What follows belongs to an exercise in optimizing a design on an open flow for small area and a short achievable clock period; a production flow would make more cautious choices.
RTL that was checked went through simulation tests only; none was proved equivalent to the original.
No functional check of the RTL was part of run 2.
No activity file was given, so power comes from the tool's default toggle rates.

[flow/constraint.sdc]
create_clock -name core_clock -period 10.0 [get_ports {clk}]
set_input_delay 2.0000 -clock core_clock [delete_from_list [all_inputs] [get_ports {clk}]]
set_output_delay 2.0000 -clock core_clock [all_outputs]
set_load 0.01 [all_outputs]
[flow/config.mk]
export PLATFORM = sky130hd
export DESIGN_NAME = hw_cn119652311a_alu
export DESIGN_NICKNAME = hw_cn119652311a_alu
export VERILOG_FILES = /design/flow/design.v
export SDC_FILE = /design/flow/constraint.sdc
export NUM_CORES = 4
export LEC_CHECK = 0
export ABC_AREA = 1
export CAP_MARGIN = 20
export CORE_MARGIN = 2
export CORE_UTILIZATION = 50
export SETUP_SLACK_MARGIN = 4.5
export SLEW_MARGIN = 20
[flow/run.sh]
#!/bin/bash
# synth_recipe.tcl (not shown) runs the flow's synth.tcl, then flattens the netlist and writes it again
# the make line also repeats each setting of config.mk as NAME=value (left out here)
make -C /OpenROAD-flow-scripts/flow DESIGN_CONFIG=/design/flow/config.mk WORK_HOME=/design/flow/orfs CLKGATE_MAP_FILE= SYNTH_SCRIPT=/design/flow/synth_recipe.tcl finish
[flow/design.v]
module hw_mul6x6 (
    input  [11:0] a,
    input  [11:0] b,
    input  [1:0]  comp,
    output [6:0]  pp_ll,    
    output [23:0] p
);
    function [1:0] tm;
        input [1:0] x, y;
        begin
            tm[0] = (x == 2'b01 && y == 2'b01) || (x == 2'b10 && y == 2'b10);
            tm[1] = (x == 2'b01 && y == 2'b10) || (x == 2'b10 && y == 2'b01);
        end
    endfunction
    function [6:0] blk;
        input [3:0] x, y;
        input [1:0] cm;
        reg [1:0] p0, t1, p1r, p1, y11, p2r, p2;
        reg c0, c1, c2;
        begin
            p0  = tm(x[1:0], y[1:0]);
            c0  = (x[1:0] == 2'b10) && (y[1:0] == 2'b10);
            t1  = tadd(tm(x[1:0], y[3:2]), tm(x[3:2], y[1:0]));
            p1r = tadd(t1, {1'b0, c0});
            c1  = c0 && (t1 == 2'b10);
            p1  = (cm == 2'b01) ? tadd(p1r, 2'b10) : p1r;
            y11 = tm(x[3:2], y[3:2]);
            p2r = tadd(y11, {1'b0, c1});
            c2  = c1 && (y11 == 2'b10);
            p2  = (cm == 2'b10) ? tadd(p2r, 2'b01) : p2r;
            blk = {c2, p2, p1, p0};
        end
    endfunction
    function [4:0] t2oh;
        input [1:0] x, y;
        reg x0, y0;
        begin
            x0 = ~x[0] & ~x[1];
            y0 = ~y[0] & ~y[1];
            t2oh[0] = x0 & y0;
            t2oh[1] = (x0 & y[0]) | (x[0] & y0);
            t2oh[2] = (x0 & y[1]) | (x[0] & y[0]) | (x[1] & y0);
            t2oh[3] = (x[0] & y[1]) | (x[1] & y[0]);
            t2oh[4] = x[1] & y[1];
        end
    endfunction
    function [1:0] tadd;
        input [1:0] x, y;
        reg x0, y0;
        begin
            x0 = ~x[0] & ~x[1];
            y0 = ~y[0] & ~y[1];
            tadd[0] = (x0 & y[0]) | (x[0] & y0) | (x[1] & y[1]);
            tadd[1] = (x0 & y[1]) | (x[1] & y0) | (x[0] & y[0]);
        end
    endfunction
    function tgen;
        input [1:0] x, y;
        tgen = (x[0] & y[1]) | (x[1] & y[0]) | (x[1] & y[1]);
    endfunction
    function tprop;
        input [1:0] x, y;
        tprop = (x[0] & y[0]) | (x[1] & ~y[0] & ~y[1]) | (y[1] & ~x[0] & ~x[1]);
    endfunction
    function [3:0] tha2;
        input [1:0] x, y;
        tha2 = {1'b0, tgen(x, y), tadd(x, y)};
    endfunction
    function [3:0] tfa3;
        input [1:0] x, y, z;
        reg [4:0] u;
        reg z0, ge3, eq6;
        begin
            u   = t2oh(x, y);
            z0  = ~z[0] & ~z[1];
            tfa3[0] = (u[1] & z0) | (u[0] & z[0]) | (u[4] & z0) | (u[3] & z[0]) | (u[2] & z[1]);
            tfa3[1] = (u[2] & z0) | (u[1] & z[0]) | (u[0] & z[1]) | (u[4] & z[0]) | (u[3] & z[1]);
            ge3 = u[3] | u[4] | (u[2] & (z[0] | z[1])) | (u[1] & z[1]);
            eq6 = u[4] & z[1];
            tfa3[2] = ge3 & ~eq6;
            tfa3[3] = eq6;
        end
    endfunction
    function [1:0] tdig;
        input [1:0] x, y;
        input c;
        reg [4:0] u;
        reg m0, m1, m2;
        begin
            u  = t2oh(x, y);
            m0 = u[0] | u[3];
            m1 = u[1] | u[4];
            m2 = u[2];
            tdig[0] = c ? m0 : m1;
            tdig[1] = c ? m1 : m2;
        end
    endfunction
    wire [6:0] pp_lm, pp_lh, pp_ml, pp_mm, pp_mh, pp_hl, pp_hm, pp_hh;
    assign pp_ll = blk(a[3:0],  b[3:0],  comp);
    assign pp_lm = blk(a[3:0],  b[7:4],  comp);
    assign pp_lh = blk(a[3:0],  b[11:8], comp);
    assign pp_ml = blk(a[7:4],  b[3:0],  comp);
    assign pp_mm = blk(a[7:4],  b[7:4],  comp);
    assign pp_mh = blk(a[7:4],  b[11:8], comp);
    assign pp_hl = blk(a[11:8], b[3:0],  comp);
    assign pp_hm = blk(a[11:8], b[7:4],  comp);
    assign pp_hh = blk(a[11:8], b[11:8], comp);
    wire [1:0] hs1, hc2;
    assign {hc2, hs1} = tha2(pp_lm[1:0], pp_ml[1:0]);
    wire [1:0] ts3, tc4;
    assign {tc4, ts3} = tfa3(pp_lm[3:2], pp_ml[3:2], hc2);
    wire [1:0] ts5, tc6;
    assign {tc6, ts5} = tfa3(pp_lh[1:0], pp_mm[1:0], pp_hl[1:0]);
    wire [1:0] ts7, tc8;
    assign {tc8, ts7} = tfa3(pp_lm[5:4], pp_ml[5:4], ts5);
    wire [1:0] ts9, tc10;
    assign {tc10, ts9} = tfa3(pp_lh[3:2], pp_mm[3:2], pp_hl[3:2]);
    wire [1:0] ts11, tc12;
    assign {tc12, ts11} = tfa3({1'b0, pp_lm[6]}, {1'b0, pp_ml[6]}, tc6);
    wire [1:0] hs13, hc14;
    assign {hc14, hs13} = tha2(ts9, tc8);
    wire [1:0] ts15, tc16;
    assign {tc16, ts15} = tfa3(pp_mh[1:0], pp_hm[1:0], pp_lh[5:4]);
    wire [1:0] ts17, tc18;
    assign {tc18, ts17} = tfa3(pp_mm[5:4], pp_hl[5:4], tc10);
    wire [1:0] ts19, tc20;
    assign {tc20, ts19} = tfa3(tc12, ts15, hc14);
    wire [1:0] ts21, tc22;
    assign {tc22, ts21} = tfa3(pp_mh[3:2], pp_hm[3:2], {1'b0, pp_lh[6]});
    wire [1:0] ts23, tc24;
    assign {tc24, ts23} = tfa3({1'b0, pp_mm[6]}, {1'b0, pp_hl[6]}, tc16);
    wire [1:0] ts25, tc26;
    assign {tc26, ts25} = tfa3(ts21, tc18, ts23);
    wire [1:0] ts27, tc28;
    assign {tc28, ts27} = tfa3(pp_hh[1:0], pp_mh[5:4], pp_hm[5:4]);
    wire [1:0] ts29, tc30;
    assign {tc30, ts29} = tfa3(tc22, ts27, tc24);
    wire [1:0] ts31, tc32;
    assign {tc32, ts31} = tfa3(pp_hh[3:2], {1'b0, pp_mh[6]}, {1'b0, pp_hm[6]});
    wire [1:0] hs33, hc34;
    assign {hc34, hs33} = tha2(tc28, ts31);
    wire [1:0] hs35, hc36;
    assign {hc36, hs35} = tha2(pp_hh[5:4], tc32);
    wire [1:0] x0 = pp_ll[1:0], y0 = 2'b00;   
    wire g0 = tgen(x0, y0);
    wire q0 = tprop(x0, y0);
    wire [1:0] x1 = pp_ll[3:2], y1 = 2'b00;   
    wire g1 = tgen(x1, y1);
    wire q1 = tprop(x1, y1);
    wire [1:0] x2 = pp_ll[5:4], y2 = hs1;   
    wire g2 = tgen(x2, y2);
    wire q2 = tprop(x2, y2);
    wire [1:0] x3 = {1'b0, pp_ll[6]}, y3 = ts3;   
    wire g3 = tgen(x3, y3);
    wire q3 = tprop(x3, y3);
    wire [1:0] x4 = tc4, y4 = ts7;   
    wire g4 = tgen(x4, y4);
    wire q4 = tprop(x4, y4);
    wire [1:0] x5 = ts11, y5 = hs13;   
    wire g5 = tgen(x5, y5);
    wire q5 = tprop(x5, y5);
    wire [1:0] x6 = ts17, y6 = ts19;   
    wire g6 = tgen(x6, y6);
    wire q6 = tprop(x6, y6);
    wire [1:0] x7 = tc20, y7 = ts25;   
    wire g7 = tgen(x7, y7);
    wire q7 = tprop(x7, y7);
    wire [1:0] x8 = tc26, y8 = ts29;   
    wire g8 = tgen(x8, y8);
    wire q8 = tprop(x8, y8);
    wire [1:0] x9 = tc30, y9 = hs33;   
    wire g9 = tgen(x9, y9);
    wire q9 = tprop(x9, y9);
    wire [1:0] x10 = hc34, y10 = hs35;   
    wire g10 = tgen(x10, y10);
    wire q10 = tprop(x10, y10);
    wire [1:0] x11 = {1'b0, pp_hh[6]}, y11 = hc36;   
    wire g11 = tgen(x11, y11);
    wire q11 = tprop(x11, y11);
    wire G37 = g1 | (q1 & g0);
    wire P38 = q1 & q0;
    wire G39 = g3 | (q3 & g2);
    wire P40 = q3 & q2;
    wire G41 = g5 | (q5 & g4);
    wire P42 = q5 & q4;
    wire G43 = g7 | (q7 & g6);
    wire P44 = q7 & q6;
    wire G45 = g9 | (q9 & g8);
    wire P46 = q9 & q8;
    wire G47 = g11 | (q11 & g10);
    wire P48 = q11 & q10;
    wire G49 = g2 | (q2 & G37);
    wire P50 = q2 & P38;
    wire G51 = G39 | (P40 & G37);
    wire P52 = P40 & P38;
    wire G53 = g6 | (q6 & G41);
    wire P54 = q6 & P42;
    wire G55 = G43 | (P44 & G41);
    wire P56 = P44 & P42;
    wire G57 = g10 | (q10 & G45);
    wire P58 = q10 & P46;
    wire G59 = G47 | (P48 & G45);
    wire P60 = P48 & P46;
    wire G61 = g4 | (q4 & G51);
    wire P62 = q4 & P52;
    wire G63 = G41 | (P42 & G51);
    wire P64 = P42 & P52;
    wire G65 = G53 | (P54 & G51);
    wire P66 = P54 & P52;
    wire G67 = G55 | (P56 & G51);
    wire P68 = P56 & P52;
    wire G69 = g8 | (q8 & G67);
    wire P70 = q8 & P68;
    wire G71 = G45 | (P46 & G67);
    wire P72 = P46 & P68;
    wire G73 = G57 | (P58 & G67);
    wire P74 = P58 & P68;
    wire G75 = G59 | (P60 & G67);
    wire P76 = P60 & P68;
    wire cy0 = 1'b0;
    wire cy1 = g0;
    wire cy2 = G37;
    wire cy3 = G49;
    wire cy4 = G51;
    wire cy5 = G61;
    wire cy6 = G63;
    wire cy7 = G65;
    wire cy8 = G67;
    wire cy9 = G69;
    wire cy10 = G71;
    wire cy11 = G73;
    assign p[1:0] = tdig(x0, y0, cy0);
    assign p[3:2] = tdig(x1, y1, cy1);
    assign p[5:4] = tdig(x2, y2, cy2);
    assign p[7:6] = tdig(x3, y3, cy3);
    assign p[9:8] = tdig(x4, y4, cy4);
    assign p[11:10] = tdig(x5, y5, cy5);
    assign p[13:12] = tdig(x6, y6, cy6);
    assign p[15:14] = tdig(x7, y7, cy7);
    assign p[17:16] = tdig(x8, y8, cy8);
    assign p[19:18] = tdig(x9, y9, cy9);
    assign p[21:20] = tdig(x10, y10, cy10);
    assign p[23:22] = tdig(x11, y11, cy11);
endmodule
module hw_cn119652311a_alu (
    input         clk,
    input         rst_n,
    input         wr_en,
    input         rd_en,
    input  [11:0] addr,
    input  [31:0] wr_data,
    output reg [31:0] rd_data,
    output reg    irq
);
    function [1:0] f_inc;
        input [1:0] x;
        case (x)
            2'b00: f_inc = 2'b01;
            2'b01: f_inc = 2'b10;
            default: f_inc = 2'b00;
        endcase
    endfunction
    function [1:0] f_dec;
        input [1:0] x;
        case (x)
            2'b00: f_dec = 2'b10;
            2'b10: f_dec = 2'b01;
            default: f_dec = 2'b00;
        endcase
    endfunction
    function [1:0] f_tsum;
        input [1:0] x, y;
        case (x)
            2'b00: f_tsum = y;
            2'b01: f_tsum = f_inc(y);
            default: f_tsum = f_dec(y);
        endcase
    endfunction
    function f_carry;
        input [1:0] x, y;
        f_carry = (x == 2'b10 && (y == 2'b01 || y == 2'b10)) ||
                  (y == 2'b10 && (x == 2'b01 || x == 2'b10));
    endfunction
    reg [31:0] vdd_ctrl, vth_cfg, gate_op;
    reg [31:0] operand_a, operand_b, operand_c, operand_d;
    reg [31:0] alu_cmd, approx_cfg, comp_mode, irq_enable;
    reg [1:0]  gate_result;
    reg        irq_status;
    reg [23:0] wide_result;   
    reg [6:0]  alu_small;     
    reg        alu_wide;      
    wire [1:0] a0 = operand_a[1:0];
    wire [1:0] b0 = operand_b[1:0];
    wire [1:0] c0 = operand_c[1:0];
    wire [1:0] tsum_ab  = f_tsum(a0, b0);
    wire       carry_ab = f_carry(a0, b0);
    wire [1:0] tfa_sum  = f_tsum(tsum_ab, c0);
    wire       tfa_cy   = carry_ab | f_carry(tsum_ab, c0);
    wire [1:0] tmul_p;
    assign tmul_p[0] = (a0 == 2'b01 && b0 == 2'b01) || (a0 == 2'b10 && b0 == 2'b10);
    assign tmul_p[1] = (a0 == 2'b01 && b0 == 2'b10) || (a0 == 2'b10 && b0 == 2'b01);
    wire       tmul_cy = (a0 == 2'b10 && b0 == 2'b10);
    wire [6:0]  mul2;
    wire [23:0] mul6;
    hw_mul6x6 u_mul6x6 (.a(operand_a[11:0]), .b(operand_b[11:0]),
                        .comp(comp_mode[1:0]), .pp_ll(mul2), .p(mul6));
    reg [6:0] small_res;
    always @(*) begin
        case (wr_data[3:0])
            4'd1: small_res = {5'b0, tsum_ab};
            4'd2: small_res = {4'b0, carry_ab, tsum_ab};
            4'd3: small_res = {4'b0, tfa_cy, tfa_sum};
            4'd4: small_res = {4'b0, tmul_cy, tmul_p};
            4'd5: small_res = {5'b0, tmul_p};
            4'd6: small_res = mul2;
            default: small_res = 7'b0;
        endcase
    end
    reg [1:0] gate_res;
    always @(*) begin
        case (wr_data[7:4])
            4'h1: gate_res = f_inc(a0);
            4'h2: gate_res = f_dec(a0);
            4'h3: gate_res = (a0 == 2'b00) ? 2'b10 : 2'b00;                  
            4'h4: gate_res = (a0 == 2'b00 || a0 == 2'b01) ? 2'b10 : 2'b00;   
            default: gate_res = 2'b00;
        endcase
    end
    wire wr_top  = wr_en && addr[11:8] == 4'h0 && addr[1:0] == 2'b00;
    wire we_vdd  = wr_top && addr[7:2] == 6'h04;
    wire we_vth  = wr_top && addr[7:2] == 6'h05;
    wire we_gate = wr_top && addr[7:2] == 6'h08;
    wire we_a    = wr_top && addr[7:2] == 6'h10;
    wire we_b    = wr_top && addr[7:2] == 6'h11;
    wire we_c    = wr_top && addr[7:2] == 6'h12;
    wire we_d    = wr_top && addr[7:2] == 6'h13;
    wire we_cmd  = wr_top && addr[7:2] == 6'h20;
    wire we_apx  = wr_top && addr[7:2] == 6'h30;
    wire we_comp = wr_top && addr[7:2] == 6'h31;
    wire we_ien  = wr_en && addr == 12'h204;
    wire we_iclr = wr_en && addr == 12'h208;
    always @(posedge clk or negedge rst_n) begin
        if (!rst_n) begin
            vdd_ctrl    <= 32'd1000;
            vth_cfg     <= 32'h41281900;
            gate_op     <= 32'h0;
            operand_a   <= 32'h0;
            operand_b   <= 32'h0;
            operand_c   <= 32'h0;
            operand_d   <= 32'h0;
            alu_cmd     <= 32'h0;
            approx_cfg  <= 32'h0;
            comp_mode   <= 32'h0;
            irq_enable  <= 32'h0;
            gate_result <= 2'b0;
            irq_status  <= 1'b0;
            irq         <= 1'b0;
            wide_result <= 24'h0;
            alu_small   <= 7'h0;
            alu_wide    <= 1'b0;
        end else begin
            if (we_vdd)  vdd_ctrl   <= wr_data;
            if (we_vth)  vth_cfg    <= wr_data;
            if (we_a)    operand_a  <= wr_data;
            if (we_b)    operand_b  <= wr_data;
            if (we_c)    operand_c  <= wr_data;
            if (we_d)    operand_d  <= wr_data;
            if (we_apx)  approx_cfg <= wr_data;
            if (we_comp) comp_mode  <= wr_data;
            if (we_ien)  irq_enable <= wr_data;
            if (we_gate) begin
                gate_op     <= wr_data;
                gate_result <= gate_res;
            end
            if (we_cmd) begin
                alu_cmd  <= wr_data;
                alu_wide <= (wr_data[3:0] == 4'd7);
                if (wr_data[3:0] == 4'd7)
                    wide_result <= mul6;
                else
                    alu_small <= small_res;
            end
            if (we_cmd && irq_enable[0])
                irq_status <= 1'b1;
            else if (we_iclr && wr_data[0])
                irq_status <= 1'b0;
            if (!irq_status)
                irq <= 1'b0;
            else if (we_cmd && irq_enable[0])
                irq <= 1'b1;
        end
    end
    wire rd_ok  = rd_en & ~addr[11] & ~addr[10] & ~addr[1] & ~addr[0];
    wire rd_lo  = rd_ok & ~addr[9] & ~addr[8];
    wire [7:0] sh;    
    wire [7:0] sl;    
    genvar gi;
    generate
        for (gi = 0; gi < 8; gi = gi + 1) begin : g_dec
            assign sh[gi] = rd_lo & (addr[7:5] == gi);
            assign sl[gi] = (addr[4:2] == gi);
        end
    endgenerate
    wire sel_irq = rd_ok & addr[9] & ~addr[8] & (addr[7:4] == 4'h0);
    wire [31:0] grp0 = ({32{sl[0]}} & 32'h48570001) | ({32{sl[1]}} & 32'h000001FF) |
                       ({32{sl[4]}} & vdd_ctrl) | ({32{sl[5]}} & vth_cfg);
    wire [31:0] grp1 = ({32{sl[0]}} & gate_op) | ({32{sl[1]}} & {30'b0, gate_result}) |
                       ({32{sl[2]}} & 32'h00000001);
    wire [31:0] grp2 = ({32{sl[0]}} & operand_a) | ({32{sl[1]}} & operand_b) |
                       ({32{sl[2]}} & operand_c) | ({32{sl[3]}} & operand_d);
    wire [31:0] alu_res = alu_wide ? {8'b0, wide_result} : {25'b0, alu_small};
    wire [1:0] wide_lo = ({2{sl[4]}} & wide_result[1:0]) | ({2{sl[5]}} & wide_result[3:2]) |
                         ({2{sl[6]}} & wide_result[5:4]) | ({2{sl[7]}} & wide_result[7:6]);
    wire [31:0] grp4 = ({32{sl[0]}} & alu_cmd) | ({32{sl[1]}} & 32'h00000001) |
                       ({32{sl[2]}} & alu_res) | {30'b0, wide_lo};
    wire [1:0] grp5 = ({2{sl[0]}} & wide_result[9:8])   | ({2{sl[1]}} & wide_result[11:10]) |
                      ({2{sl[2]}} & wide_result[13:12]) | ({2{sl[3]}} & wide_result[15:14]) |
                      ({2{sl[4]}} & wide_result[17:16]) | ({2{sl[5]}} & wide_result[19:18]) |
                      ({2{sl[6]}} & wide_result[21:20]) | ({2{sl[7]}} & wide_result[23:22]);
    wire [31:0] grp6 = ({32{sl[0]}} & approx_cfg) | ({32{sl[1]}} & comp_mode);
    wire [31:0] grpi = ({32{sl[0]}} & {31'b0, irq_status}) | ({32{sl[1]}} & irq_enable);
    always @(*) begin
        rd_data = ({32{sh[0]}} & grp0) | ({32{sh[1]}} & grp1) | ({32{sh[2]}} & grp2) |
                  ({32{sh[4]}} & grp4) | ({32{sh[5]}} & {30'b0, grp5}) |
                  ({32{sh[6]}} & grp6) | ({32{sel_irq}} & grpi);
    end
endmodule
==> impl_metrics.env, run 1 <==
export IMPL_routed_via_count=22350
export IMPL_synthMuxAreaShare_pct=0.05047
export IMPL_synthXorXnorAreaFrac_pct=0.07851
export IMPL_cts_buffer_depth=3
export IMPL_synth_area_leader_cell="dfrtp_1"
export IMPL_post_synth_top_count_cell="nand2_1"
export IMPL_report_final_hold_viol_count=0
export IMPL_hpwl_um=51890
export IMPL_drt_iter0_drc=2237
export IMPL_synth_fa_ha_area_share_pct=1.234
export IMPL_numCtsBuffers=43
export IMPL_synth_compound_area_share_pct=21.38
export IMPL_grt_use_met3_pct=5.435
export IMPL_grt_remaining_overflow=0
export IMPL_cts_tree="built"
export IMPL_cts_clk_slew_worst_paths_ns=0.06
export IMPL_power_per_cell_area_nw_per_um2=126.1
export IMPL_setup_tns_ns=0
export IMPL_timing_final_crit_share_pct=59.75
export IMPL_cap_violations=0
export IMPL_path_class="primary input to output pin"
export IMPL_routabilityCongestion=0.9830
export IMPL_io_pins=81
export IMPL_end_kind="output pin"
export IMPL_grt_antenna_before_repair=2
export IMPL_netlist_area_um2=22310
export IMPL_cts_root_buffer="clkbuf_16"
export IMPL_h_tree_depth=2
export IMPL_nFillCells=4035
export IMPL_ys_dominant_reg_cell="dfrtp_1"
export IMPL_path_cells="clkdlybuf4s15_1 > nor2_4 > inv_2 > nor2_4 > nand2_4 > inv_6 > nand2_8 > nor3_4 > clkinvlp_4 > buf_16 > o21ai_2 > a221oi_1 > nand4_1 > buf_2"
export IMPL_async_flop_share_pct=100.0
export IMPL_synthToLayoutAreaGrowth_pct=19.02
export IMPL_grtUsageMet1_pct=45.63
export IMPL_ys_top_cells_by_count="970 x nand2_1, 459 x o21ai_0, 375 x dfrtp_1"
export IMPL_crit_fanout=6
export IMPL_rsz0062_at_grt="yes"
export IMPL_num_nets_final=3209
export IMPL_clock_sinks=388
export IMPL_finalPower_uw=3348
export IMPL_status="no timing/DRC/antenna violations"
export IMPL_setup_violations=0
export IMPL_max_stage_delay_ns=0.26
export IMPL_slew_headroom_pct=39.27
export IMPL_synthSimpleGateAreaFrac_pct=26.22
export IMPL_wl_um=81100
export IMPL_chipHeight_um=215.2
export IMPL_synth_top_family_by_area="simple AND/OR/NAND/NOR gates"
export IMPL_rows=77
export IMPL_clock_latency_ns=0.58
export IMPL_dr_pass1_iters=6
export IMPL_gr_usage_met2_pct=55.62
export IMPL_drive_gt1_share_pct=13.79
export IMPL_p_leak_uw=0.01234
export IMPL_grt_total_usage_pct=34.58
export IMPL_io_buffers=80
export IMPL_ys_seq_area_share_pct=43.59
export IMPL_yosysWarnings=2
export IMPL_cpLargestDelayFamily="buffers and inverters"
export IMPL_grt_pass1_vias=21310
export IMPL_avgSynthCellArea_um2=7.328
export IMPL_cp_data_required_time_ns=8.00
export IMPL_synth_seq_cells=388
export IMPL_max_freq_mhz=167.4
export IMPL_route_detailed_drc=0
export IMPL_final_max_slew_viol_count=0
export IMPL_cts_hold_buffers_added=0
export IMPL_vias_per_cell=5.940
export IMPL_worstSetupStartpointType="primary input"
export IMPL_clock_skew_ns=0.02537
export IMPL_synth_edf_count=0
export IMPL_worstMarginPinSlew_ns=0.9110
export IMPL_ant_nets=0
export IMPL_wl_per_cell_um=21.55
export IMPL_synth_cells=3045
export IMPL_die_area_um2=46330
export IMPL_grt_start_max_net_pins=112
export IMPL_cp_slowest_cell="nor3_4"
export IMPL_ys_top_cells_by_area="dfrtp_1 42%, nand2_1 16%, o21ai_0 10%"
export IMPL_grt_first_pass_wirelength_um=124000
export IMPL_synth_top_area_share_pct=42.06
export IMPL_path_buf_inv=6
export IMPL_layout_min_cycle_time_ns=5.975
export IMPL_initial_utilization_pct=50.57
export IMPL_hold_path_class="flip-flop to flip-flop"
export IMPL_core_um2=44120
export IMPL_die_w_um=215.2
export IMPL_grt_busiest_layer="met2"
export IMPL_synth_cell_type_count=59
export IMPL_crit_arrival_ns=3.98
export IMPL_max_vdd_ir_drop_v=0.0001551
export IMPL_cpMostUsedCell="nor2_4"
[worst paths after layout]
kind | cells past startpoint | startpoint | to | slack (ns)
worst max-delay path | 14 | addr[0] | rd_data[15] | 4.02
worst min-delay path | 2 | operand_a[25]$_DFFE_PN0P_ | operand_a[25]$_DFFE_PN0P_ | 0.48
worst max register to register | 28 | operand_a[9]$_DFFE_PN0P_ | wide_result[23]$_DFFE_PN0P_ | 5.48
worst min register to register | 2 | operand_a[25]$_DFFE_PN0P_ | operand_a[25]$_DFFE_PN0P_ | 0.48
max in group asynchronous | 2 | rst_n | wide_result[16]$_DFFE_PN0P_ | 7.00
min in group asynchronous | 1 | rst_n | approx_cfg[29]$_DFFE_PN0P_ | 1.45
[worst reg2reg max path, delay by kind of cell, from the launching register on]
kind                   cells  cell delay [ns]
buffers and inverters      3             0.52
AND/OR/NAND/NOR           22             2.74
flip-flops                 1             0.37
AO/OA/AOI/OAI              3             0.80
[where the power goes]
part,internal [µW],switching (µW)
clock,943,655
sequential,1580,3.86
combinational,46.6,123
[final cells by class]
cell class,count,area [µm²],area share [%]
repair buffers,208,2173,8.184
clock inverters,15,163.9,0.6172
well taps,592,740.7,2.789
flip-flops and latches,388,9726,36.62
inverters,266,1030,3.878
clock buffers,61,1244,4.683
multi-input cells,2231,11470,43.20
diodes,1,2.502,0.009423
repair inverters,1,5.005,0.01885
[kinds of logic (layout without fill, tap and decap cells)]
family / after synthesis / in the layout
AO/OA/AOI/OAI: 791 / 791
XOR/XNOR: 2 / 2
AND/OR/NAND/NOR: 1406 / 1409
buffers and inverters: 433 / 551
flip-flops: 388 / 388
multiplexers: 1 / 1
adder cells (fa/ha/maj): 22 / 22
other: 2 / 7
[per-layer routing]
layer	vias to the layer above	routed length (µm)
li1	10430	-
met1	10760	33740
met2	932	37160
met3	235	5753
met4	2	4425
met5	-	13
[through the flow]
step	util, %	cell area (µm²)	std cells	hold WS [ns]	worst slack (ns)
after global routing	60.18	26550	3762	0.4975	3.970
final	60.18	26560	3763	0.4846	4.025
after global placement	53.41	23570	3584	0.4646	2.153
after CTS	59.40	26210	3743	0.4876	3.988
after floorplan	-	22390	3049	0.4422	4.504
after detailed placement	53.42	23570	3584	0.4661	2.146
[timing repair]
action | in CTS | in global routing
setup buffers | 73 | 15
endpoints found under the setup margin | 32 | 32
pin swaps | 38 | 31
cloned | 10 | 3
resized for setup | 300 | 53
[registers in the layout (all words and copies together), names as in the netlist]
register / count
operand_b: 32
operand_d: 32
comp_mode: 32
irq_enable: 32
gate_result: 2
operand_a: 32
alu_wide: 1
vdd_ctrl: 32
irq_status: 1
wide_result: 24
alu_small: 7
gate_op: 32
vth_cfg: 32
operand_c: 32
approx_cfg: 32
alu_cmd: 32
irq: 1
[cells in the final DEF (no fill, tap or decap), drive strengths merged, types with 4 or more instances in the layout]
| cell | count |
|---|---|
| nand2 | 991 |
| o21bai | 7 |
| a21oi | 40 |
| clkdlybuf4s50 | 34 |
| a221oi | 30 |
| nand4 | 48 |
| a221o | 10 |
| nor2 | 175 |
| nand3 | 160 |
| o2111ai | 6 |
| ha | 22 |
| a22o | 72 |
| nor4 | 5 |
| dfstp | 13 |
| clkinvlp | 5 |
| dfrtp | 375 |
| clkinv | 13 |
| conb | 6 |
| nor3 | 21 |
| a22oi | 27 |
| o21ai | 474 |
| nand3b | 5 |
| o211ai | 10 |
| clkbuf | 67 |
| buf | 160 |
| o221ai | 4 |
| o2bb2ai | 6 |
| clkdlybuf4s15 | 5 |
| a31o | 8 |
| o22ai | 80 |
| inv | 261 |
==> run 2, diff against run 1 <==
--- a/flow/design.v
+++ b/flow/design.v
@@ -390,38 +390,79 @@
                 irq <= 1'b1;
         end
     end
-    wire rd_ok  = rd_en & ~addr[11] & ~addr[10] & ~addr[1] & ~addr[0];
-    wire rd_lo  = rd_ok & ~addr[9] & ~addr[8];
-    wire [7:0] sh;    
-    wire [7:0] sl;    
+    wire rd_ok = (rd_en & ~addr[11]) & (~addr[10] & ~addr[1]) & ~addr[0];
+    wire g_lo  = rd_ok & (~addr[9] & ~addr[8]);
+    wire g_hi  = rd_ok & (addr[9] & ~addr[8]);
+    wire [3:0] q1, q2, q3;
     genvar gi;
     generate
-        for (gi = 0; gi < 8; gi = gi + 1) begin : g_dec
-            assign sh[gi] = rd_lo & (addr[7:5] == gi);
-            assign sl[gi] = (addr[4:2] == gi);
+        for (gi = 0; gi < 4; gi = gi + 1) begin : g_dec
+            assign q1[gi] = (addr[3:2] == gi);
+            assign q2[gi] = (addr[5:4] == gi);
+            assign q3[gi] = (addr[7:6] == gi);
         end
     endgenerate
-    wire sel_irq = rd_ok & addr[9] & ~addr[8] & (addr[7:4] == 4'h0);
-    wire [31:0] grp0 = ({32{sl[0]}} & 32'h48570001) | ({32{sl[1]}} & 32'h000001FF) |
-                       ({32{sl[4]}} & vdd_ctrl) | ({32{sl[5]}} & vth_cfg);
-    wire [31:0] grp1 = ({32{sl[0]}} & gate_op) | ({32{sl[1]}} & {30'b0, gate_result}) |
-                       ({32{sl[2]}} & 32'h00000001);
-    wire [31:0] grp2 = ({32{sl[0]}} & operand_a) | ({32{sl[1]}} & operand_b) |
-                       ({32{sl[2]}} & operand_c) | ({32{sl[3]}} & operand_d);
     wire [31:0] alu_res = alu_wide ? {8'b0, wide_result} : {25'b0, alu_small};
-    wire [1:0] wide_lo = ({2{sl[4]}} & wide_result[1:0]) | ({2{sl[5]}} & wide_result[3:2]) |
-                         ({2{sl[6]}} & wide_result[5:4]) | ({2{sl[7]}} & wide_result[7:6]);
-    wire [31:0] grp4 = ({32{sl[0]}} & alu_cmd) | ({32{sl[1]}} & 32'h00000001) |
-                       ({32{sl[2]}} & alu_res) | {30'b0, wide_lo};
-    wire [1:0] grp5 = ({2{sl[0]}} & wide_result[9:8])   | ({2{sl[1]}} & wide_result[11:10]) |
-                      ({2{sl[2]}} & wide_result[13:12]) | ({2{sl[3]}} & wide_result[15:14]) |
-                      ({2{sl[4]}} & wide_result[17:16]) | ({2{sl[5]}} & wide_result[19:18]) |
-                      ({2{sl[6]}} & wide_result[21:20]) | ({2{sl[7]}} & wide_result[23:22]);
-    wire [31:0] grp6 = ({32{sl[0]}} & approx_cfg) | ({32{sl[1]}} & comp_mode);
-    wire [31:0] grpi = ({32{sl[0]}} & {31'b0, irq_status}) | ({32{sl[1]}} & irq_enable);
+    wire s0 = (g_lo & q3[0]) & (q2[0] & q1[0]);
+    wire s1 = (g_lo & q3[0]) & (q2[0] & q1[1]);
+    wire s2 = (g_lo & q3[0]) & (q2[1] & q1[0]);
+    wire s3 = (g_lo & q3[0]) & (q2[1] & q1[1]);
+    wire s4 = (g_lo & q3[0]) & (q2[2] & q1[0]);
+    wire s5 = (g_lo & q3[0]) & (q2[2] & q1[1]);
+    wire s6 = (g_lo & q3[0]) & (q2[2] & q1[2]);
+    wire s7 = (g_lo & q3[1]) & (q2[0] & q1[0]);
+    wire s8 = (g_lo & q3[1]) & (q2[0] & q1[1]);
+    wire s9 = (g_lo & q3[1]) & (q2[0] & q1[2]);
+    wire s10 = (g_lo & q3[1]) & (q2[0] & q1[3]);
+    wire s11 = (g_lo & q3[2]) & (q2[0] & q1[0]);
+    wire s12 = (g_lo & q3[2]) & (q2[0] & q1[1]);
+    wire s13 = (g_lo & q3[2]) & (q2[0] & q1[2]);
+    wire s14 = (g_lo & q3[2]) & (q2[1] & q1[0]);
+    wire s15 = (g_lo & q3[2]) & (q2[1] & q1[1]);
+    wire s16 = (g_lo & q3[2]) & (q2[1] & q1[2]);
+    wire s17 = (g_lo & q3[2]) & (q2[1] & q1[3]);
+    wire s18 = (g_lo & q3[2]) & (q2[2] & q1[0]);
+    wire s19 = (g_lo & q3[2]) & (q2[2] & q1[1]);
+    wire s20 = (g_lo & q3[2]) & (q2[2] & q1[2]);
+    wire s21 = (g_lo & q3[2]) & (q2[2] & q1[3]);
+    wire s22 = (g_lo & q3[2]) & (q2[3] & q1[0]);
+    wire s23 = (g_lo & q3[2]) & (q2[3] & q1[1]);
+    wire s24 = (g_lo & q3[2]) & (q2[3] & q1[2]);
+    wire s25 = (g_lo & q3[2]) & (q2[3] & q1[3]);
+    wire s26 = (g_lo & q3[3]) & (q2[0] & q1[0]);
+    wire s27 = (g_lo & q3[3]) & (q2[0] & q1[1]);
+    wire s28 = (g_hi & q3[0]) & (q2[0] & q1[0]);
+    wire s29 = (g_hi & q3[0]) & (q2[0] & q1[1]);
     always @(*) begin
-        rd_data = ({32{sh[0]}} & grp0) | ({32{sh[1]}} & grp1) | ({32{sh[2]}} & grp2) |
-                  ({32{sh[4]}} & grp4) | ({32{sh[5]}} & {30'b0, grp5}) |
-                  ({32{sh[6]}} & grp6) | ({32{sel_irq}} & grpi);
+        rd_data = ({32{s0}} & 32'h48570001) |
+                  ({32{s1}} & 32'h000001FF) |
+                  ({32{s2}} & vdd_ctrl) |
+                  ({32{s3}} & vth_cfg) |
+                  ({32{s4}} & gate_op) |
+                  ({32{s5}} & {30'b0, gate_result}) |
+                  ({32{s6}} & 32'h00000001) |
+                  ({32{s7}} & operand_a) |
+                  ({32{s8}} & operand_b) |
+                  ({32{s9}} & operand_c) |
+                  ({32{s10}} & operand_d) |
+                  ({32{s11}} & alu_cmd) |
+                  ({32{s12}} & 32'h00000001) |
+                  ({32{s13}} & alu_res) |
+                  ({32{s14}} & {30'b0, wide_result[1:0]}) |
+                  ({32{s15}} & {30'b0, wide_result[3:2]}) |
+                  ({32{s16}} & {30'b0, wide_result[5:4]}) |
+                  ({32{s17}} & {30'b0, wide_result[7:6]}) |
+                  ({32{s18}} & {30'b0, wide_result[9:8]}) |
+                  ({32{s19}} & {30'b0, wide_result[11:10]}) |
+                  ({32{s20}} & {30'b0, wide_result[13:12]}) |
+                  ({32{s21}} & {30'b0, wide_result[15:14]}) |
+                  ({32{s22}} & {30'b0, wide_result[17:16]}) |
+                  ({32{s23}} & {30'b0, wide_result[19:18]}) |
+                  ({32{s24}} & {30'b0, wide_result[21:20]}) |
+                  ({32{s25}} & {30'b0, wide_result[23:22]}) |
+                  ({32{s26}} & approx_cfg) |
+                  ({32{s27}} & comp_mode) |
+                  ({32{s28}} & {31'b0, irq_status}) |
+                  ({32{s29}} & irq_enable);
     end
 endmodule
==> run 2 against run 1 <==
  * Synthesized cell count decreased by 3.3%
  * Non-clock buffer count rose by 45
  * Combinational power down 22%
  * Sequential cell count did not move
  * Register-to-register slack got worse by 0.02 ns
  * Via count down 0.34%
  * Largest power group is now sequential cells
  * Global-route usage up 0.11 points
  * First-iteration DRC count up 5.4%
  * Synthesized area about the same
  * Still clean
  * Final cell count is 1.4% lower
  * Critical path depth decreased by 1
  * Die area about the same
==> impl_metrics.env, run 2 <==
export IMPL_status="no timing/DRC/antenna violations"
export IMPL_core_um2=44120
export IMPL_grt_antenna_before_repair=2
export IMPL_synth_seq_cells=388
export IMPL_setup_tns_ns=0
export IMPL_max_vdd_ir_drop_v=0.0001325
export IMPL_setup_violations=0
export IMPL_p_leak_uw=0.01282
export IMPL_rsz0062_at_grt="yes"
export IMPL_ant_nets=0
export IMPL_clock_skew_ns=0.01679
export IMPL_dp_cells=3488
export IMPL_grt_first_pass_wirelength_um=125000
export IMPL_synth_edf_count=0
export IMPL_die_area_um2=46340
export IMPL_final_cell_mix="839 x nand2_1, 423 x o21ai_0, 375 x dfrtp_1"
export IMPL_drt_iter0_drc=2358
export IMPL_r2r_cells=28
export IMPL_multi_input_area_um2=11900
export IMPL_cts_buffer_depth=3
export IMPL_antenna_diode_count=0
export IMPL_max_freq_mhz=164.3
export IMPL_layout_min_cycle_time_ns=6.086
export IMPL_dr_pass1_iters=6
export IMPL_drive_gt1_share_pct=19.08
export IMPL_avgSynthCellArea_um2=7.577
export IMPL_final_max_slew_viol_count=0
export IMPL_initial_utilization_pct=50.57
export IMPL_async_flop_share_pct=100.0
export IMPL_end_kind="output pin"
export IMPL_grt_pass1_vias=21280
export IMPL_hold_path_class="flip-flop to flip-flop"
export IMPL_grt_total_usage_pct=34.70
export IMPL_worstSetupStartpointType="primary input"
export IMPL_synthToLayoutAreaGrowth_pct=22.31
export IMPL_grt_start_max_net_pins=156
export IMPL_final_common_cell="nand2_1"
export IMPL_clock_latency_ns=0.54
export IMPL_grt_remaining_overflow=0
export IMPL_power_per_cell_area_nw_per_um2=113.5
export IMPL_routed_via_count=22280
export IMPL_synth_cells=2945
export IMPL_num_nets_final=3164
export IMPL_ys_top_cells_by_count="861 x nand2_1, 431 x o21ai_0, 375 x dfrtp_1"
export IMPL_holdWs_ns=0.4842
export IMPL_ys_seq_area_share_pct=43.58
export IMPL_crit_fanout=4
export IMPL_cap_violations=0
export IMPL_worstMarginPinSlew_ns=1.095
export IMPL_io_buffers=80
export IMPL_synth_cell_type_count=63
export IMPL_final_util_pct=61.86
export IMPL_die_w_um=215.3
export IMPL_finalPower_uw=3098
export IMPL_route_detailed_drc=0
export IMPL_regArea_um2=9726
export IMPL_chipHeight_um=215.3
export IMPL_wl_per_cell_um=21.97
export IMPL_yosysWarnings=2
export IMPL_ys_top_cells_by_area="dfrtp_1 42%, nand2_1 14%, o21ai_0 9.7%"
export IMPL_h_tree_depth=2
export IMPL_whs_path_depth=2
export IMPL_fin_cells=3711
export IMPL_cp_data_required_time_ns=8.00
export IMPL_cts_tree="built"
export IMPL_report_final_hold_viol_count=0
export IMPL_numCtsBuffers=39
export IMPL_routabilityCongestion=0.9697
export IMPL_cts_clk_slew_worst_paths_ns=0.06
export IMPL_vias_per_cell=6.002
export IMPL_cts_root_buffer="clkbuf_16"
export IMPL_synth_area_leader_cell="dfrtp_1"
export IMPL_hpwl_um=49900
export IMPL_netlist_area_um2=22320
export IMPL_post_synth_top_count_cell="nand2_1"
export IMPL_crit_arrival_ns=4.09
export IMPL_synth_top_area_share_pct=42.05
export IMPL_path_class="primary input to output pin"
export IMPL_ys_dominant_reg_cell="dfrtp_1"
export IMPL_rows=77
export IMPL_io_pins=81
export IMPL_clock_sinks=388
export IMPL_slew_headroom_pct=26.71
export IMPL_nFillCells=3947
export IMPL_cts_hold_buffers_added=0
export IMPL_wl_um=81520
export IMPL_timing_final_crit_share_pct=60.86
## run 2: logic make-up (layout without fill, tap and decap cells)
kind of cell,count (synthesis),count (layout),share of synthesized area [%]
AND/OR/NAND/NOR,1314,1317,25.91
buffers and inverters,419,586,7.384
adder cells (fa/ha/maj),24,24,1.346
XOR/XNOR,2,2,0.07851
other,2,6,0.03365
multiplexers,2,2,0.1121
AO/OA/AOI/OAI,794,794,21.55
flip-flops,388,388,43.58
## run 2: critical path: stages
cell	delay [ns]
buf_8	0.11
inv_1	0.14
nor2_1	0.11
inv_1	0.14
nor2_1	0.09
inv_2	0.15
nor2_4	0.06
buf_4	0.17
a221oi_2	0.44
nand4_1	0.19
nor2_1	0.18
nand3_2	0.12
buf_2	0.17
## run 2: layer usage
| metal | wire length, µm | share of wire [%] | track usage [%] |
|---|---|---|---|
| met5 | 30 | 0.037 | 0 |
| met4 | 4610 | 5.7 | 16.48 |
| met3 | 6423 | 7.9 | 5.987 |
| met2 | 38030 | 47 | 57.56 |
| met1 | 32420 | 40 | 44.19 |
## run 2: power breakdown
group          internal [µW]  switching [µW]
clock network            783             603
logic                   37.2            94.0
registers               1580            4.41
## run 2: layout make-up
cell class | instances | area share [%]
flip-flops and latches | 388 | 35.63
repair inverters | 2 | 0.05501
multi-input cells | 2145 | 43.60
inverters | 263 | 3.764
repair buffers | 253 | 9.939
clock inverters | 3 | 0.06876
clock buffers | 65 | 4.227
well taps | 592 | 2.714
## run 2: final timing paths
kind / from / end / slack, ns
max: addr[5] / rd_data[0] / 3.91
min: irq_enable[29]$_DFFE_PN0P_ / irq_enable[29]$_DFFE_PN0P_ / 0.48
max reg2reg: operand_a[1]$_DFFE_PN0P_ / wide_result[21]$_DFFE_PN0P_ / 5.46
min reg2reg: irq_enable[29]$_DFFE_PN0P_ / irq_enable[29]$_DFFE_PN0P_ / 0.48
max in group asynchronous: rst_n / wide_result[21]$_DFFE_PN0P_ / 7.16
min in group asynchronous: rst_n / gate_op[29]$_DFFE_PN0P_ / 1.48
## run 2: timing repair
action / 4_1_cts / 5_1_grt
setup endpoints to repair: 32 / 32
pin swaps: 72 / 56
gates cloned: 11 / 1
resized for setup: 417 / 72
setup buffers: 113 / 30
## run 2: through the flow
stage	setup WS (ns)	cell area (µm²)
2_1_floorplan	4.506	22380
3_3_place_gp	2.127	23480
3_5_place_dp	2.124	23480
4_1_cts	4.079	26630
5_1_grt	3.854	27290
6_report	3.914	27290
==> run 3, diff against run 2 <==
--- a/flow/design.v
+++ b/flow/design.v
@@ -1,10 +1,66 @@
-module hw_mul6x6 (
-    input  [11:0] a,
-    input  [11:0] b,
-    input  [1:0]  comp,
-    output [6:0]  pp_ll,    
-    output [23:0] p
+module hw_cn119652311a_alu (
+    input         clk,
+    input         rst_n,
+    input         wr_en,
+    input         rd_en,
+    input  [11:0] addr,
+    input  [31:0] wr_data,
+    output [31:0] rd_data,
+    output reg    irq
 );
+    function [1:0] f_inc;
+        input [1:0] x;
+        case (x)
+            2'b00: f_inc = 2'b01;
+            2'b01: f_inc = 2'b10;
+            default: f_inc = 2'b00;
+        endcase
+    endfunction
+    function [1:0] f_dec;
+        input [1:0] x;
+        case (x)
+            2'b00: f_dec = 2'b10;
+            2'b10: f_dec = 2'b01;
+            default: f_dec = 2'b00;
+        endcase
+    endfunction
+    function [1:0] f_tsum;
+        input [1:0] x, y;
+        case (x)
+            2'b00: f_tsum = y;
+            2'b01: f_tsum = f_inc(y);
+            default: f_tsum = f_dec(y);
+        endcase
+    endfunction
+    function f_carry;
+        input [1:0] x, y;
+        f_carry = (x == 2'b10 && (y == 2'b01 || y == 2'b10)) ||
+                  (y == 2'b10 && (x == 2'b01 || x == 2'b10));
+    endfunction
+    reg [31:0] vdd_ctrl, vth_cfg, gate_op;
+    reg [31:0] operand_a, operand_b, operand_c, operand_d;
+    reg [31:0] alu_cmd, approx_cfg, comp_mode, irq_enable;
+    reg [1:0]  gate_result;
+    reg        irq_status;
+    reg [23:0] wide_result;   
+    reg [6:0]  alu_small;     
+    reg        alu_wide;      
+    wire [1:0] a0 = operand_a[1:0];
+    wire [1:0] b0 = operand_b[1:0];
+    wire [1:0] c0 = operand_c[1:0];
+    wire [1:0] tsum_ab  = f_tsum(a0, b0);
+    wire       carry_ab = f_carry(a0, b0);
+    wire [1:0] tfa_sum  = f_tsum(tsum_ab, c0);
+    wire       tfa_cy   = carry_ab | f_carry(tsum_ab, c0);
+    wire [1:0] tmul_p;
+    assign tmul_p[0] = (a0 == 2'b01 && b0 == 2'b01) || (a0 == 2'b10 && b0 == 2'b10);
+    assign tmul_p[1] = (a0 == 2'b01 && b0 == 2'b10) || (a0 == 2'b10 && b0 == 2'b01);
+    wire       tmul_cy = (a0 == 2'b10 && b0 == 2'b10);
+    wire [11:0] a = operand_a[11:0];
+    wire [11:0] b = operand_b[11:0];
+    wire [1:0]  comp = comp_mode[1:0];
+    wire [6:0]  pp_ll;
+    wire [23:0] p;
     function [1:0] tm;
         input [1:0] x, y;
         begin
@@ -241,69 +297,8 @@
     assign p[19:18] = tdig(x9, y9, cy9);
     assign p[21:20] = tdig(x10, y10, cy10);
     assign p[23:22] = tdig(x11, y11, cy11);
-endmodule
-module hw_cn119652311a_alu (
-    input         clk,
-    input         rst_n,
-    input         wr_en,
-    input         rd_en,
-    input  [11:0] addr,
-    input  [31:0] wr_data,
-    output reg [31:0] rd_data,
-    output reg    irq
-);
-    function [1:0] f_inc;
-        input [1:0] x;
-        case (x)
-            2'b00: f_inc = 2'b01;
-            2'b01: f_inc = 2'b10;
-            default: f_inc = 2'b00;
-        endcase
-    endfunction
-    function [1:0] f_dec;
-        input [1:0] x;
-        case (x)
-            2'b00: f_dec = 2'b10;
-            2'b10: f_dec = 2'b01;
-            default: f_dec = 2'b00;
-        endcase
-    endfunction
-    function [1:0] f_tsum;
-        input [1:0] x, y;
-        case (x)
-            2'b00: f_tsum = y;
-            2'b01: f_tsum = f_inc(y);
-            default: f_tsum = f_dec(y);
-        endcase
-    endfunction
-    function f_carry;
-        input [1:0] x, y;
-        f_carry = (x == 2'b10 && (y == 2'b01 || y == 2'b10)) ||
-                  (y == 2'b10 && (x == 2'b01 || x == 2'b10));
-    endfunction
-    reg [31:0] vdd_ctrl, vth_cfg, gate_op;
-    reg [31:0] operand_a, operand_b, operand_c, operand_d;
-    reg [31:0] alu_cmd, approx_cfg, comp_mode, irq_enable;
-    reg [1:0]  gate_result;
-    reg        irq_status;
-    reg [23:0] wide_result;   
-    reg [6:0]  alu_small;     
-    reg        alu_wide;      
-    wire [1:0] a0 = operand_a[1:0];
-    wire [1:0] b0 = operand_b[1:0];
-    wire [1:0] c0 = operand_c[1:0];
-    wire [1:0] tsum_ab  = f_tsum(a0, b0);
-    wire       carry_ab = f_carry(a0, b0);
-    wire [1:0] tfa_sum  = f_tsum(tsum_ab, c0);
-    wire       tfa_cy   = carry_ab | f_carry(tsum_ab, c0);
-    wire [1:0] tmul_p;
-    assign tmul_p[0] = (a0 == 2'b01 && b0 == 2'b01) || (a0 == 2'b10 && b0 == 2'b10);
-    assign tmul_p[1] = (a0 == 2'b01 && b0 == 2'b10) || (a0 == 2'b10 && b0 == 2'b01);
-    wire       tmul_cy = (a0 == 2'b10 && b0 == 2'b10);
-    wire [6:0]  mul2;
-    wire [23:0] mul6;
-    hw_mul6x6 u_mul6x6 (.a(operand_a[11:0]), .b(operand_b[11:0]),
-                        .comp(comp_mode[1:0]), .pp_ll(mul2), .p(mul6));
+    wire [6:0]  mul2 = pp_ll;
+    wire [23:0] mul6 = p;
     reg [6:0] small_res;
     always @(*) begin
         case (wr_data[3:0])
@@ -390,6 +385,29 @@
                 irq <= 1'b1;
         end
     end
+    wire [23:0] alu_res = alu_wide ? {8'b0, wide_result} : {17'b0, alu_small};
+    hw_rdmux u_rdmux (
+        .rd_en(rd_en), .addr(addr),
+        .vdd_ctrl(vdd_ctrl), .vth_cfg(vth_cfg), .gate_op(gate_op), .gate_result(gate_result),
+        .operand_a(operand_a), .operand_b(operand_b), .operand_c(operand_c), .operand_d(operand_d),
+        .alu_cmd(alu_cmd), .alu_res(alu_res), .wide_result(wide_result),
+        .approx_cfg(approx_cfg), .comp_mode(comp_mode), .irq_status(irq_status), .irq_enable(irq_enable),
+        .rd_data(rd_data));
+endmodule
+module hw_rdmux (
+    input         rd_en,
+    input  [11:0] addr,
+    input  [31:0] vdd_ctrl, vth_cfg, gate_op,
+    input  [1:0]  gate_result,
+    input  [31:0] operand_a, operand_b, operand_c, operand_d,
+    input  [31:0] alu_cmd,
+    input  [23:0] alu_res,
+    input  [23:0] wide_result,
+    input  [31:0] approx_cfg, comp_mode,
+    input         irq_status,
+    input  [31:0] irq_enable,
+    output [31:0] rd_data
+);
     wire rd_ok = (rd_en & ~addr[11]) & (~addr[10] & ~addr[1]) & ~addr[0];
     wire g_lo  = rd_ok & (~addr[9] & ~addr[8]);
     wire g_hi  = rd_ok & (addr[9] & ~addr[8]);
@@ -402,7 +420,6 @@
             assign q3[gi] = (addr[7:6] == gi);
         end
     endgenerate
-    wire [31:0] alu_res = alu_wide ? {8'b0, wide_result} : {25'b0, alu_small};
     wire s0 = (g_lo & q3[0]) & (q2[0] & q1[0]);
     wire s1 = (g_lo & q3[0]) & (q2[0] & q1[1]);
     wire s2 = (g_lo & q3[0]) & (q2[1] & q1[0]);
@@ -433,8 +450,7 @@
     wire s27 = (g_lo & q3[3]) & (q2[0] & q1[1]);
     wire s28 = (g_hi & q3[0]) & (q2[0] & q1[0]);
     wire s29 = (g_hi & q3[0]) & (q2[0] & q1[1]);
-    always @(*) begin
-        rd_data = ({32{s0}} & 32'h48570001) |
+    assign rd_data = ({32{s0}} & 32'h48570001) |
                   ({32{s1}} & 32'h000001FF) |
                   ({32{s2}} & vdd_ctrl) |
                   ({32{s3}} & vth_cfg) |
@@ -447,7 +463,7 @@
                   ({32{s10}} & operand_d) |
                   ({32{s11}} & alu_cmd) |
                   ({32{s12}} & 32'h00000001) |
-                  ({32{s13}} & alu_res) |
+                  ({32{s13}} & {8'b0, alu_res}) |
                   ({32{s14}} & {30'b0, wide_result[1:0]}) |
                   ({32{s15}} & {30'b0, wide_result[3:2]}) |
                   ({32{s16}} & {30'b0, wide_result[5:4]}) |
@@ -464,5 +480,4 @@
                   ({32{s27}} & comp_mode) |
                   ({32{s28}} & {31'b0, irq_status}) |
                   ({32{s29}} & irq_enable);
-    end
 endmodule
--- a/flow/config.mk
+++ b/flow/config.mk
@@ -8,6 +8,9 @@
 export ABC_AREA = 1
 export CAP_MARGIN = 20
 export CORE_MARGIN = 2
-export CORE_UTILIZATION = 50
-export SETUP_SLACK_MARGIN = 4.5
+export CORE_UTILIZATION = 65
+export CTS_CLUSTER_DIAMETER = 100
+export CTS_CLUSTER_SIZE = 30
+export SETUP_SLACK_MARGIN = 4.6
 export SLEW_MARGIN = 20
+export SYNTH_HIERARCHICAL = 1
==> run 3 against run 2 <==
  * Still clean
  * Clock skew rose by 0.027 ns
  * Combinational power rose by 5%
  * Die area fell by 19%
  * Hold slack improved by 0.013 ns
  * Sequential cell count did not move
  * Clock-buffer cell count fell by 41
  * Final cell count rose by 7.7%
  * Critical path type unchanged
==> impl_metrics.env, run 3 <==
export IMPL_grt_pass1_vias=23890
export IMPL_comb_power_share_pct=5.3
export IMPL_clock_sinks=388
export IMPL_synth_seq_cells=388
export IMPL_synth_cell_type_count=58
export IMPL_cts_clk_slew_worst_paths_ns=0.10
export IMPL_wl_um=86570
export IMPL_final_common_cell="nand2_1"
export IMPL_worstSetupStartpointType="primary input"
export IMPL_h_tree_depth=1
export IMPL_post_synth_top_count_cell="nand2_1"
export IMPL_io_buffers=80
export IMPL_num_nets_final=3595
export IMPL_final_util_pct=75.56
export IMPL_worstMarginPinSlew_ns=0.9377
export IMPL_dr_wl_met2_um=38180
export IMPL_chipHeight_um=194.2
export IMPL_dr_max_layer_used="met4"
export IMPL_internal_power_uw=1949
export IMPL_cts_buffer_depth=3
export IMPL_hold_path_class="flip-flop to flip-flop"
export IMPL_max_vdd_ir_drop_v=0.0001856
export IMPL_ys_top_cells_by_area="dfrtp_1 40%, nand2_1 21%, o21ai_0 9.5%"
export IMPL_p_leak_uw=0.01370
export IMPL_synth_top_area_share_pct=39.92
export IMPL_r2r_end="wide_result[23]$_DFFE_PN0P_"
export IMPL_crit_arrival_ns=3.84
export IMPL_grt_start_max_net_pins=108
export IMPL_p_switching_uw=630.0
export IMPL_grt_total_usage_pct=43.87
export IMPL_final_max_slew_viol_count=0
export IMPL_cts_root_buffer="clkbuf_16"
export IMPL_cap_violations=0
export IMPL_reg2reg_slack_ns=5.63
export IMPL_hpwl_um=49210
export IMPL_core_um2=35570
export IMPL_p_sw_share_pct=24.43
export IMPL_path_cells="buf_8 > nor2_4 > nand3_4 > buf_4 > nor3_4 > buf_12 > nand2_8 > inv_8 > nand2_1 > nand3_1 > nor2_1 > nand2_1 > buf_2"
export IMPL_rsz0062_at_grt="yes"
export IMPL_timing_final_ws_setup_ns=4.161
export IMPL_ys_seq_area_share_pct=41.38
export IMPL_cp_slowest_cell="buf_12"
export IMPL_die_area_um2=37700
export IMPL_netlist_area_um2=23510
export IMPL_hold_end="irq_enable[13]$_DFFE_PN0P_"
export IMPL_crit_fanout=7
export IMPL_ant_nets=0
export IMPL_cpMostUsedCell="nand2_1"
export IMPL_p_seq_share_pct=61.3
export IMPL_layout_min_cycle_time_ns=5.839
export IMPL_final_cell_mix="1273 x nand2_1, 442 x o21ai_0, 375 x dfrtp_1"
export IMPL_report_final_hold_viol_count=0
export IMPL_routabilityCongestion=0.9741
export IMPL_grt_remaining_overflow=0
export IMPL_clock_power_share_pct=33.4
export IMPL_end_kind="output pin"
export IMPL_dr_pass1_iters=6
export IMPL_synth_edf_count=0
export IMPL_rows=69
export IMPL_io_pins=81
export IMPL_finalPower_uw=2579
export IMPL_route_detailed_drc=0
export IMPL_synthToLayoutAreaGrowth_pct=14.34
export IMPL_drive_gt1_share_pct=13.50
export IMPL_wl_met3_um=10220
export IMPL_wl_per_cell_um=21.66
export IMPL_multi_input_area_um2=12470
export IMPL_power_per_cell_area_nw_per_um2=95.97
export IMPL_clock_skew_ns=0.04414
export IMPL_grt_first_pass_wirelength_um=130500
export IMPL_vias_per_cell=6.308
export IMPL_path_buf_inv=5
export IMPL_nFillCells=2647
export IMPL_r2r_start="comp_mode[0]$_DFFE_PN0P_"
export IMPL_max_stage_delay_ns=0.19
export IMPL_pre_cts_ws_ns=2.251
export IMPL_setup_tns_ns=0
export IMPL_async_flop_share_pct=100.0
export IMPL_path_class="primary input to output pin"
export IMPL_initial_utilization_pct=66.08
export IMPL_max_freq_mhz=171.3
export IMPL_ys_top_cells_by_count="1334 x nand2_1, 448 x o21ai_0, 375 x dfrtp_1"
export IMPL_drt_iter0_drc=3270
export IMPL_regArea_um2=9726
export IMPL_setup_violations=0
export IMPL_die_w_um=194.2
export IMPL_avgSynthCellArea_um2=6.799
export IMPL_clock_latency_ns=0.56
export IMPL_yosysWarnings=7
export IMPL_slew_headroom_pct=37.49
export IMPL_timing_final_crit_share_pct=58.39
export IMPL_m1WireLength_um=30020
export IMPL_cpLargestDelayFamily="simple AND/OR/NAND/NOR gates"
export IMPL_cts_tree="built"
export IMPL_routed_via_count=25210
export IMPL_hold_start="irq_enable[13]$_DFFE_PN0P_"
export IMPL_synth_cells=3457
export IMPL_cp_data_required_time_ns=8.00
export IMPL_grt_antenna_before_repair=0
export IMPL_ys_dominant_reg_cell="dfrtp_1"
export IMPL_numCtsBuffers=17
export IMPL_status="no timing/DRC/antenna violations"
export IMPL_r2r_cells=22
export IMPL_whs_path_depth=2
export IMPL_synth_area_leader_cell="dfrtp_1"
run 3: logic make-up after synthesis:
group / count (synthesis) / share of synthesized area, %
AND/OR/NAND/NOR: 1948 / 34.78
AO/OA/AOI/OAI: 616 / 14.22
buffers and inverters: 479 / 8.336
flip-flops: 388 / 41.38
adder cells (fa/ha/maj): 22 / 1.171
other: 2 / 0.03195
XOR/XNOR: 1 / 0.03727
multiplexers: 1 / 0.04790
run 3: repair_timing:
item / 4_1_cts / 5_1_grt
setup endpoints to repair: 32 / 32
resized for setup: 371 / 99
gates cloned: 27 / 8
pin swaps: 44 / 60
hold buffers: 0 / 0
setup buffers: 58 / 10
run 3: per-module statistics from Yosys (local to each module, per instance):
| module | times used | flip-flops and latches | cells |
|---|---|---|---|
| hw_rdmux | 1 | 0 | 870 |
| hw_cn119652311a_alu | 1 | 388 | 2587 |
run 3: layer usage:
layer	global-route usage (%)	vias up
li1	-	11230
met1	53.79	11640
met2	69.42	1815
met3	9.236	523
met4	31.03	0
met5	0	-
run 3: metrics by stage:
| stage | instance area (µm²) | hold slack (ns) | std cells |
|---|---|---|---|
| 6_report | 26870 | 0.4975 | 3996 |
| 5_1_grt | 26870 | 0.5172 | 3995 |
| 4_1_cts | 26280 | 0.4986 | 3977 |
| 3_5_place_dp | 24370 | 0.4729 | 3864 |
| 3_3_place_gp | 24370 | 0.4658 | 3864 |
| 2_1_floorplan | 23520 | 0.4530 | 3461 |
run 3: area by class of cell:
type | count | area share [%]
flip-flops and latches | 388 | 36.19
repair buffers | 200 | 8.171
clock buffers | 24 | 1.718
repair inverters | 11 | 0.5727
well taps | 461 | 2.146
inverters | 311 | 4.618
clock inverters | 4 | 0.1816
diodes | 1 | 0.009311
multi-input cells | 2596 | 46.39
run 3: worst max path at each step:
| stage | from | to | slack (ns) | cells after the start |
|---|---|---|---|---|
| 3_5_place_dp | addr[6] | rd_data[11] | 2.25 | 11 |
| 4_1_cts | addr[1] | rd_data[30] | 4.36 | 15 |
| 6_report | addr[0] | rd_data[0] | 4.16 | 13 |
| 3_3_place_gp | addr[6] | rd_data[11] | 2.33 | 11 |
| 2_1_floorplan | addr[0] | rd_data[8] | 4.81 | 11 |
| 5_1_grt | addr[0] | rd_data[0] | 4.21 | 13 |
run 3: tightest hold or removal path, delay by kind of cell (launching register included):
family	cells	cell delay, ns
flops	1	0.36
simple gates	1	0.05
compound gates	1	0.06
run 3: power by group through the flow:
stage | clock network (µW) | logic (µW) | registers [µW]
floorplan | 0 | 45.3 | 1610
detailed placement | 0 | 116 | 1610
global route | 906 | 150 | 1580
global placement | 0 | 113 | 1610
CTS | 849 | 130 | 1580
finish | 862 | 137 | 1580
==> run 4, diff against run 3 <==
--- a/flow/config.mk
+++ b/flow/config.mk
@@ -8,9 +8,9 @@
 export ABC_AREA = 1
 export CAP_MARGIN = 20
 export CORE_MARGIN = 2
-export CORE_UTILIZATION = 65
+export CORE_UTILIZATION = 50
 export CTS_CLUSTER_DIAMETER = 100
 export CTS_CLUSTER_SIZE = 30
-export SETUP_SLACK_MARGIN = 4.6
+export SETUP_SLACK_MARGIN = 5.0
 export SLEW_MARGIN = 20
 export SYNTH_HIERARCHICAL = 1
==> run 4 against run 3 <==
  * Synthesized cell count is the same
  * Core utilization is 16 points lower
  * Largest cell class unchanged
  * Final cell count increased by 4.0%
  * Maximum frequency increased by 3.1%
  * Power decreased by 0.66%
  * Sequential power is essentially flat
==> impl_metrics.env, run 4 <==
export IMPL_grt_start_max_net_pins=160
export IMPL_drive_gt1_share_pct=15.13
export IMPL_synth_edf_count=0
export IMPL_grt_antenna_before_repair=0
export IMPL_worstSetupStartpointType="primary input"
export IMPL_synth_cell_type_count=58
export IMPL_nFillCells=4363
export IMPL_vias_per_cell=5.669
export IMPL_cts_root_buffer="clkbuf_16"
export IMPL_ys_top_cells_by_area="dfrtp_1 40%, nand2_1 21%, o21ai_0 9.5%"
export IMPL_slew_headroom_pct=34.29
export IMPL_clock_skew_ns=0.01528
export IMPL_end_kind="output pin"
export IMPL_layout_min_cycle_time_ns=5.662
export IMPL_dr_pass1_iters=6
export IMPL_synthToLayoutAreaGrowth_pct=17.29
export IMPL_synth_seq_cells=388
export IMPL_p_leak_uw=0.01404
export IMPL_dr_max_layer_used="met4"
export IMPL_setup_tns_ns=0
export IMPL_cap_violations=0
export IMPL_chipHeight_um=220.8
export IMPL_drt_iter0_drc=2100
export IMPL_synth_top_area_share_pct=39.92
export IMPL_wl_per_cell_um=20.14
export IMPL_ant_nets=0
export IMPL_cp_data_required_time_ns=8.00
export IMPL_max_vdd_ir_drop_v=0.0001749
export IMPL_dr_wl_met2_um=39540
export IMPL_initial_utilization_pct=50.60
export IMPL_synth_cells=3457
export IMPL_m1WireLength_um=34550
export IMPL_p_seq_share_pct=61.7
export IMPL_final_util_pct=59.34
export IMPL_grt_remaining_overflow=0
export IMPL_clock_latency_ns=0.54
export IMPL_h_tree_depth=1
export IMPL_cts_clk_slew_worst_paths_ns=0.11
export IMPL_holdWs_ns=0.4953
export IMPL_report_final_hold_viol_count=0
export IMPL_grt_first_pass_wirelength_um=129200
export IMPL_grt_pass1_vias=22500
export IMPL_setup_violations=0
export IMPL_numCtsBuffers=17
export IMPL_crit_fanout=7
export IMPL_die_area_um2=48760
export IMPL_route_detailed_drc=0
export IMPL_clock_power_share_pct=33.0
export IMPL_path_class="primary input to output pin"
export IMPL_routabilityCongestion=0.9919
export IMPL_io_pins=81
export IMPL_synth_area_leader_cell="dfrtp_1"
export IMPL_hold_path_class="flip-flop to flip-flop"
export IMPL_crit_arrival_ns=3.66
export IMPL_wl_met3_um=5493
export IMPL_ys_top_cells_by_count="1334 x nand2_1, 448 x o21ai_0, 375 x dfrtp_1"
export IMPL_cts_tree="built"
export IMPL_netlist_area_um2=23510
export IMPL_grt_total_usage_pct=33.65
export IMPL_cts_buffer_depth=3
export IMPL_p_switching_uw=615.9
export IMPL_wl_um=83740
export IMPL_rsz0062_at_grt="yes"
export IMPL_ys_dominant_reg_cell="dfrtp_1"
export IMPL_clock_sinks=388
export IMPL_rows=79
export IMPL_timing_final_crit_share_pct=56.62
export IMPL_core_um2=46460
export IMPL_routed_via_count=23570
export IMPL_final_cell_mix="1243 x nand2_1, 438 x o21ai_0, 375 x dfrtp_1"
export IMPL_async_flop_share_pct=100.0
export IMPL_avgSynthCellArea_um2=6.799
export IMPL_yosysWarnings=7
export IMPL_final_common_cell="nand2_1"
export IMPL_final_max_slew_viol_count=0
export IMPL_num_nets_final=3610
export IMPL_p_sw_share_pct=24.04
export IMPL_antenna_diode_count=0
export IMPL_hpwl_um=50500
export IMPL_die_w_um=220.8
export IMPL_max_freq_mhz=176.6
export IMPL_post_synth_top_count_cell="nand2_1"
export IMPL_ys_seq_area_share_pct=41.38
export IMPL_internal_power_uw=1946
export IMPL_status="no timing/DRC/antenna violations"
export IMPL_comb_power_share_pct=5.3
export IMPL_io_buffers=80
export IMPL_power_per_cell_area_nw_per_um2=92.94
export IMPL_worstMarginPinSlew_ns=0.9845
[run 4: cell types whose count changed in the layout (fill, tap and decap cells not counted), moves of 9 or more]
cell,delta
nand2_1,-30
buf_6,+10
buf_12,+12
nand3_1,-9
nand2_2,+17
nand2_4,+11
[run 4: timing repair]
item,4_1_cts,5_1_grt
hold buffers,0,0
gates resized for setup,405,148
cloned,21,3
buffers inserted,85,11
setup endpoints to repair,32,35
pin swaps,92,62
[run 4: worst paths after layout]
path | from | end | slack [ns] | cells past startpoint
setup / recovery | addr[0] | rd_data[29] | 4.34 | 15
hold / removal | irq_enable[25]$_DFFE_PN0P_ | irq_enable[25]$_DFFE_PN0P_ | 0.50 | 2
setup reg to reg | operand_b[0]$_DFFE_PN0P_ | wide_result[23]$_DFFE_PN0P_ | 5.50 | 26
hold reg to reg | irq_enable[25]$_DFFE_PN0P_ | irq_enable[25]$_DFFE_PN0P_ | 0.50 | 2
max in group asynchronous | rst_n | operand_d[17]$_DFFE_PN0P_ | 7.13 | 2
min in group asynchronous | rst_n | operand_d[27]$_DFFE_PN0P_ | 1.44 | 1
[run 4: cell type report]
| type | instances | area [µm²] | area share, % |
|---|---|---|---|
| inverters | 311 | 1256 | 4.557 |
| clock inverters | 3 | 37.54 | 0.1362 |
| repair inverters | 7 | 105.1 | 0.3812 |
| flip-flops and latches | 388 | 9726 | 35.28 |
| multi-input cells | 2597 | 12730 | 46.18 |
| clock buffers | 26 | 459.2 | 1.666 |
| repair buffers | 218 | 2494 | 9.045 |
| well taps | 607 | 759.5 | 2.755 |
[run 4: power by group through the flow]
stage	combinational (µW)	clock [µW]	sequential, µW
final	136	846	1580
after global placement	118	0	1610
after detailed placement	120	0	1610
after CTS	133	868	1580
after global routing	151	916	1580
after floorplan	46.7	0	1610
[run 4: cells by family after synthesis]
family | synth area share [%]
buf+inv | 8.336
compound gates | 14.22
xor+xnor | 0.03727
mux | 0.04790
fa+ha+maj | 1.171
other cells | 0.03195
flops | 41.38
simple gates | 34.78
[run 4: Yosys stat by module, one instance, submodules excluded]
module / flip-flops and latches / cells inside / cell area, µm² / copies in the design
hw_cn119652311a_alu: 388 / 2587 / 19890 / 1
hw_rdmux: 0 / 870 / 3613 / 1
[run 4: worst max-delay path, stage by stage]
cell	delay [ns]
buf_8	0.10
nor2_4	0.14
nand3_4	0.11
buf_6	0.14
nor3_4	0.17
buf_12	0.19
nand2_8	0.11
inv_12	0.09
buf_12	0.10
buf_8	0.13
nand2_4	0.05
nand2_2	0.07
nor2_1	0.04
nand3_1	0.09
buf_2	0.13
[run 4: routing by layer]
metal,up-vias,track usage (%)
li1,11220,-
met2,951,56.77
met5,-,0
met1,11170,43.63
met4,0,15.63
met3,220,3.545
[run 4: metrics by stage]
step	instance area [µm²]	std cells	total power (µW)	setup WS [ns]
after floorplan	23590	3461	1655	4.830
after global placement	24620	4008	1728	2.274
after detailed placement	24620	4008	1729	2.230
after CTS	26900	4143	2580	4.354
after global routing	27570	4157	2648	4.292
final	27570	4157	2562	4.338

Check on run 4: ideal ports give 4.338 ns setup slack; a clkbuf_16 on the clock port and buf_2 on the inputs give 4.288 ns; moving port delays by the midpoint clock arrival (0.587 ns) as well gives 4.288 ns.
